What follows belongs to an exercise in optimizing a design on an open flow for small area, a short achievable clock period and few clock cycles per item; a production flow would make more cautious choices.
Where RTL was checked, it was by simulation tests only, not by an equivalence proof against the original.
Power figures rest on the tool's default switching activity, not on a simulated workload.

==> inputs of run D <==
Design mul_top, start of the top module:
module mul_top (
  input              clk,
  input              rst,
  input              in_valid,
  input      [15:0]  a,
  input      [15:0]  b,
  output             out_valid,
  output     [32:0]  res
);
clock: 10.0 ns
lec_check: 0
cap_margin: 20
core_margin: 2
core_utilization: 40
slew_margin: 20
synth_hierarchical: 1
standard.sh (not shown) runs the stock make flow with config.mk's settings and CLKGATE_MAP_FILE= SYNTH_SCRIPT=/design/flow/synth_recipe.tcl, a recipe that flattens the netlist after the stock synthesis.
==> flow/flow/run.sh <==
# Standard ORFS layout (the standard.sh) with plain buf_1 port buffers
# and a tighter setup-repair target; the SDC and clock period are unchanged.
export BUFFER_PORTS_ARGS="-buffer_cell sky130_fd_sc_hd__buf_1"
bash standard.sh SETUP_SLACK_MARGIN=7  finish > standard.log 2>&1
==> inputs of run X, as changes to run D <==
--- a/flow/design.v
+++ b/flow/design.v
@@ -415,80 +415,80 @@
   wire s197, c198;
   mul_fa u_s197 (s147, pp_8_11, c144, s197, c198);
   wire s199, c200;
   mul_fa u_s199 (s149, pp_7_14, pp_8_12, s199, c200);
   wire s201, c202;
   mul_fa u_s201 (ns_6, pp_7_15, pp_8_13, s201, c202);
   wire s203, c204;
   mul_ha u_s203 (1'b1, pp_7_16, s203, c204);
+  reg [91:0] rst3;
+  always @(posedge clk) rst3 <= {c204, pp_8_15, ns_7, c202, pp_8_14, s203, c200, c150, s201, c198, c148, s199, c196, c146, s197, c194, c142, s195, c192, c138, s193, c190, c134, s191, c188, c130, s189, c186, c126, s187, c184, c122, s185, c182, c118, s183, c180, c114, s181, c178, c110, s179, c176, c106, s177, c174, c102, s175, c172, c98, s173, c170, c94, s171, c168, c90, s169, c166, c86, s167, c164, c82, s165, c162, c78, s163, c160, c74, s161, c158, c70, s159, c156, c68, s157, c154, neg_3, s155, c152, pp_2_1, s153, neg_2, pp_2_0, s151, pp_1_1, pp_0_3, neg_1, pp_1_0, pp_0_2, pp_0_1, neg_0, pp_0_0};
   wire s205, c206;
-  mul_ha u_s205 (pp_0_2, pp_1_0, s205, c206);
+  mul_ha u_s205 (rst3[3], rst3[4], s205, c206);
   wire s207, c208;
-  mul_ha u_s207 (pp_0_3, pp_1_1, s207, c208);
+  mul_ha u_s207 (rst3[6], rst3[7], s207, c208);
   wire s209, c210;
-  mul_fa u_s209 (s151, pp_2_0, neg_2, s209, c210);
+  mul_fa u_s209 (rst3[8], rst3[9], rst3[10], s209, c210);
   wire s211, c212;
-  mul_fa u_s211 (s153, pp_2_1, c152, s211, c212);
+  mul_fa u_s211 (rst3[11], rst3[12], rst3[13], s211, c212);
   wire s213, c214;
-  mul_fa u_s213 (s155, neg_3, c154, s213, c214);
+  mul_fa u_s213 (rst3[14], rst3[15], rst3[16], s213, c214);
   wire s215, c216;
-  mul_fa u_s215 (s157, c68, c156, s215, c216);
+  mul_fa u_s215 (rst3[17], rst3[18], rst3[19], s215, c216);
   wire s217, c218;
-  mul_fa u_s217 (s159, c70, c158, s217, c218);
+  mul_fa u_s217 (rst3[20], rst3[21], rst3[22], s217, c218);
   wire s219, c220;
-  mul_fa u_s219 (s161, c74, c160, s219, c220);
+  mul_fa u_s219 (rst3[23], rst3[24], rst3[25], s219, c220);
   wire s221, c222;
-  mul_fa u_s221 (s163, c78, c162, s221, c222);
+  mul_fa u_s221 (rst3[26], rst3[27], rst3[28], s221, c222);
   wire s223, c224;
-  mul_fa u_s223 (s165, c82, c164, s223, c224);
+  mul_fa u_s223 (rst3[29], rst3[30], rst3[31], s223, c224);
   wire s225, c226;
-  mul_fa u_s225 (s167, c86, c166, s225, c226);
+  mul_fa u_s225 (rst3[32], rst3[33], rst3[34], s225, c226);
   wire s227, c228;
-  mul_fa u_s227 (s169, c90, c168, s227, c228);
+  mul_fa u_s227 (rst3[35], rst3[36], rst3[37], s227, c228);
   wire s229, c230;
-  mul_fa u_s229 (s171, c94, c170, s229, c230);
+  mul_fa u_s229 (rst3[38], rst3[39], rst3[40], s229, c230);
   wire s231, c232;
-  mul_fa u_s231 (s173, c98, c172, s231, c232);
+  mul_fa u_s231 (rst3[41], rst3[42], rst3[43], s231, c232);
   wire s233, c234;
-  mul_fa u_s233 (s175, c102, c174, s233, c234);
+  mul_fa u_s233 (rst3[44], rst3[45], rst3[46], s233, c234);
   wire s235, c236;
-  mul_fa u_s235 (s177, c106, c176, s235, c236);
+  mul_fa u_s235 (rst3[47], rst3[48], rst3[49], s235, c236);
   wire s237, c238;
-  mul_fa u_s237 (s179, c110, c178, s237, c238);
+  mul_fa u_s237 (rst3[50], rst3[51], rst3[52], s237, c238);
   wire s239, c240;
-  mul_fa u_s239 (s181, c114, c180, s239, c240);
+  mul_fa u_s239 (rst3[53], rst3[54], rst3[55], s239, c240);
   wire s241, c242;
-  mul_fa u_s241 (s183, c118, c182, s241, c242);
+  mul_fa u_s241 (rst3[56], rst3[57], rst3[58], s241, c242);
   wire s243, c244;
-  mul_fa u_s243 (s185, c122, c184, s243, c244);
+  mul_fa u_s243 (rst3[59], rst3[60], rst3[61], s243, c244);
   wire s245, c246;
-  mul_fa u_s245 (s187, c126, c186, s245, c246);
+  mul_fa u_s245 (rst3[62], rst3[63], rst3[64], s245, c246);
   wire s247, c248;
-  mul_fa u_s247 (s189, c130, c188, s247, c248);
+  mul_fa u_s247 (rst3[65], rst3[66], rst3[67], s247, c248);
   wire s249, c250;
-  mul_fa u_s249 (s191, c134, c190, s249, c250);
+  mul_fa u_s249 (rst3[68], rst3[69], rst3[70], s249, c250);
   wire s251, c252;
-  mul_fa u_s251 (s193, c138, c192, s251, c252);
+  mul_fa u_s251 (rst3[71], rst3[72], rst3[73], s251, c252);
   wire s253, c254;
-  mul_fa u_s253 (s195, c142, c194, s253, c254);
+  mul_fa u_s253 (rst3[74], rst3[75], rst3[76], s253, c254);
   wire s255, c256;
-  mul_fa u_s255 (s197, c146, c196, s255, c256);
+  mul_fa u_s255 (rst3[77], rst3[78], rst3[79], s255, c256);
   wire s257, c258;
-  mul_fa u_s257 (s199, c148, c198, s257, c258);
+  mul_fa u_s257 (rst3[80], rst3[81], rst3[82], s257, c258);
   wire s259, c260;
-  mul_fa u_s259 (s201, c150, c200, s259, c260);
+  mul_fa u_s259 (rst3[83], rst3[84], rst3[85], s259, c260);
   wire s261, c262;
-  mul_fa u_s261 (s203, pp_8_14, c202, s261, c262);
+  mul_fa u_s261 (rst3[86], rst3[87], rst3[88], s261, c262);
   wire s263, c264;
-  mul_fa u_s263 (ns_7, pp_8_15, c204, s263, c264);
-  reg [63:0] rtree;
-  always @(posedge clk) rtree <= {c264, c262, s263, c260, s261, c258, s259, c256, s257, c254, s255, c252, s253, c250, s251, c248, s249, c246, s247, c244, s245, c242, s243, c240, s241, c238, s239, c236, s237, c234, s235, c232, s233, c230, s231, c228, s229, c226, s227, c224, s225, c222, s223, c220, s221, c218, s219, c216, s217, c214, s215, c212, s213, c210, s211, c208, s209, c206, s207, neg_1, s205, pp_0_1, neg_0, pp_0_0};
-  wire [31:0] fa_a = {rtree[61], rtree[59], rtree[57], rtree[55], rtree[53], rtree[51], rtree[49], rtree[47], rtree[45], rtree[43], rtree[41], rtree[39], rtree[37], rtree[35], rtree[33], rtree[31], rtree[29], rtree[27], rtree[25], rtree[23], rtree[21], rtree[19], rtree[17], rtree[15], rtree[13], rtree[11], rtree[9], rtree[7], rtree[5], rtree[3], rtree[2], rtree[0]};
-  wire [31:0] fa_b = {rtree[62], rtree[60], rtree[58], rtree[56], rtree[54], rtree[52], rtree[50], rtree[48], rtree[46], rtree[44], rtree[42], rtree[40], rtree[38], rtree[36], rtree[34], rtree[32], rtree[30], rtree[28], rtree[26], rtree[24], rtree[22], rtree[20], rtree[18], rtree[16], rtree[14], rtree[12], rtree[10], rtree[8], rtree[6], rtree[4], 1'b0, rtree[1]};
+  mul_fa u_s263 (rst3[89], rst3[90], rst3[91], s263, c264);
+  wire [31:0] fa_a = {s263, s261, s259, s257, s255, s253, s251, s249, s247, s245, s243, s241, s239, s237, s235, s233, s231, s229, s227, s225, s223, s221, s219, s217, s215, s213, s211, s209, s207, s205, rst3[2], rst3[0]};
+  wire [31:0] fa_b = {c262, c260, c258, c256, c254, c252, c250, c248, c246, c244, c242, c240, c238, c236, c234, c232, c230, c228, c226, c224, c222, c220, c218, c216, c214, c212, c210, c208, c206, rst3[5], 1'b0, rst3[1]};
   wire [31:0] prod = fa_a + fa_b;
   reg [31:0] res_q;
   always @(posedge clk) res_q <= prod;
   assign res = {1'b0, res_q};
 endmodule
 module mul_fa (input a, input b, input c, output s, output co);
   assign s = a ^ b ^ c;
   assign co = (a & b) | (a & c) | (b & c);
==> flow/flow/run.sh (replaced) <==
# Standard ORFS layout (the standard.sh) with plain buf_1 port buffers
# and a tighter setup-repair target; the SDC and clock period are unchanged.
export BUFFER_PORTS_ARGS="-buffer_cell sky130_fd_sc_hd__buf_1"
bash standard.sh SETUP_SLACK_MARGIN=7.2  finish > standard.log 2>&1
==> summary of the runs <==
Clock skew: run D is higher than run X (0.0093 ns). Against run D, the routed wire length of run X is larger by about 2.4%. Of run D and run X, run X has the higher combinational power (gap about 26%, measured against run X). Sequential share of layout area: run D is lower than run X (3.3 points). Of run X and run D, run X has the higher synthesized area (gap about 6%, measured against run D).
==> figures <==
Buffering stage count on the worst path with inverters included: run D 0; run X 1
Number of standard cells in the layout, taps in and fillers out: run D 1315; run X 1322
X dimension of the die: run D 161 µm; run X 165 µm
Capture point of the worst reg-to-reg path: run D rtree[37]; run X rst3[53]
Sequential cell count: run D 138; run X 167
Post-CTS Repair Setup Buffers: run D 5; run X 3
R2R cell count: run D 6; run X 5
Drt via density: run D 5.33; run X 5.36
Outcome: run D finished clean; run X finished clean
Switching share of total power: run D 41.2%; run X 43.3%
Power Density: run D 313 nW/µm²; run X 374 nW/µm²
Testbench counts of run X, summed over its fixed seeds: cycles 16,016, items 16,000.
For run D, only the layout was checked, not whether the RTL still works.

## separate check: timing with driven ports
The results above use ideal ports. As a check the final layouts listed here were re-extracted and re-timed, cells and wires unchanged. Step 1 sets driving cells, clkbuf_16 on the clock port and buf_2 on the other inputs (assumed; they add their load-dependent delay and slew). Step 2 adds t to the input delays and takes it off the output delays; t is the mean of the earliest and latest rising clock arrival at the registers after step 1. Input paths then give back, and output paths get back, about the clock's delay inside the block. Three values: no drivers, after step 1, after step 2; two values: the first two.
run	t (ns)	setup WS [ns]	hold slack, ns	latest minus earliest clock arrival (ns)	slew at the worst register clock pin (ns)
run D	0.462	6.999 / 6.999 / 6.999	0.447 / 0.447 / 0.447	0.018 / 0.017	0.07 / 0.07
run X	0.480	7.133 / 7.084 / 7.299	0.446 / 0.446 / 0.446	0.009 / 0.009	0.07 / 0.07
After both steps every run listed still meets setup and hold.
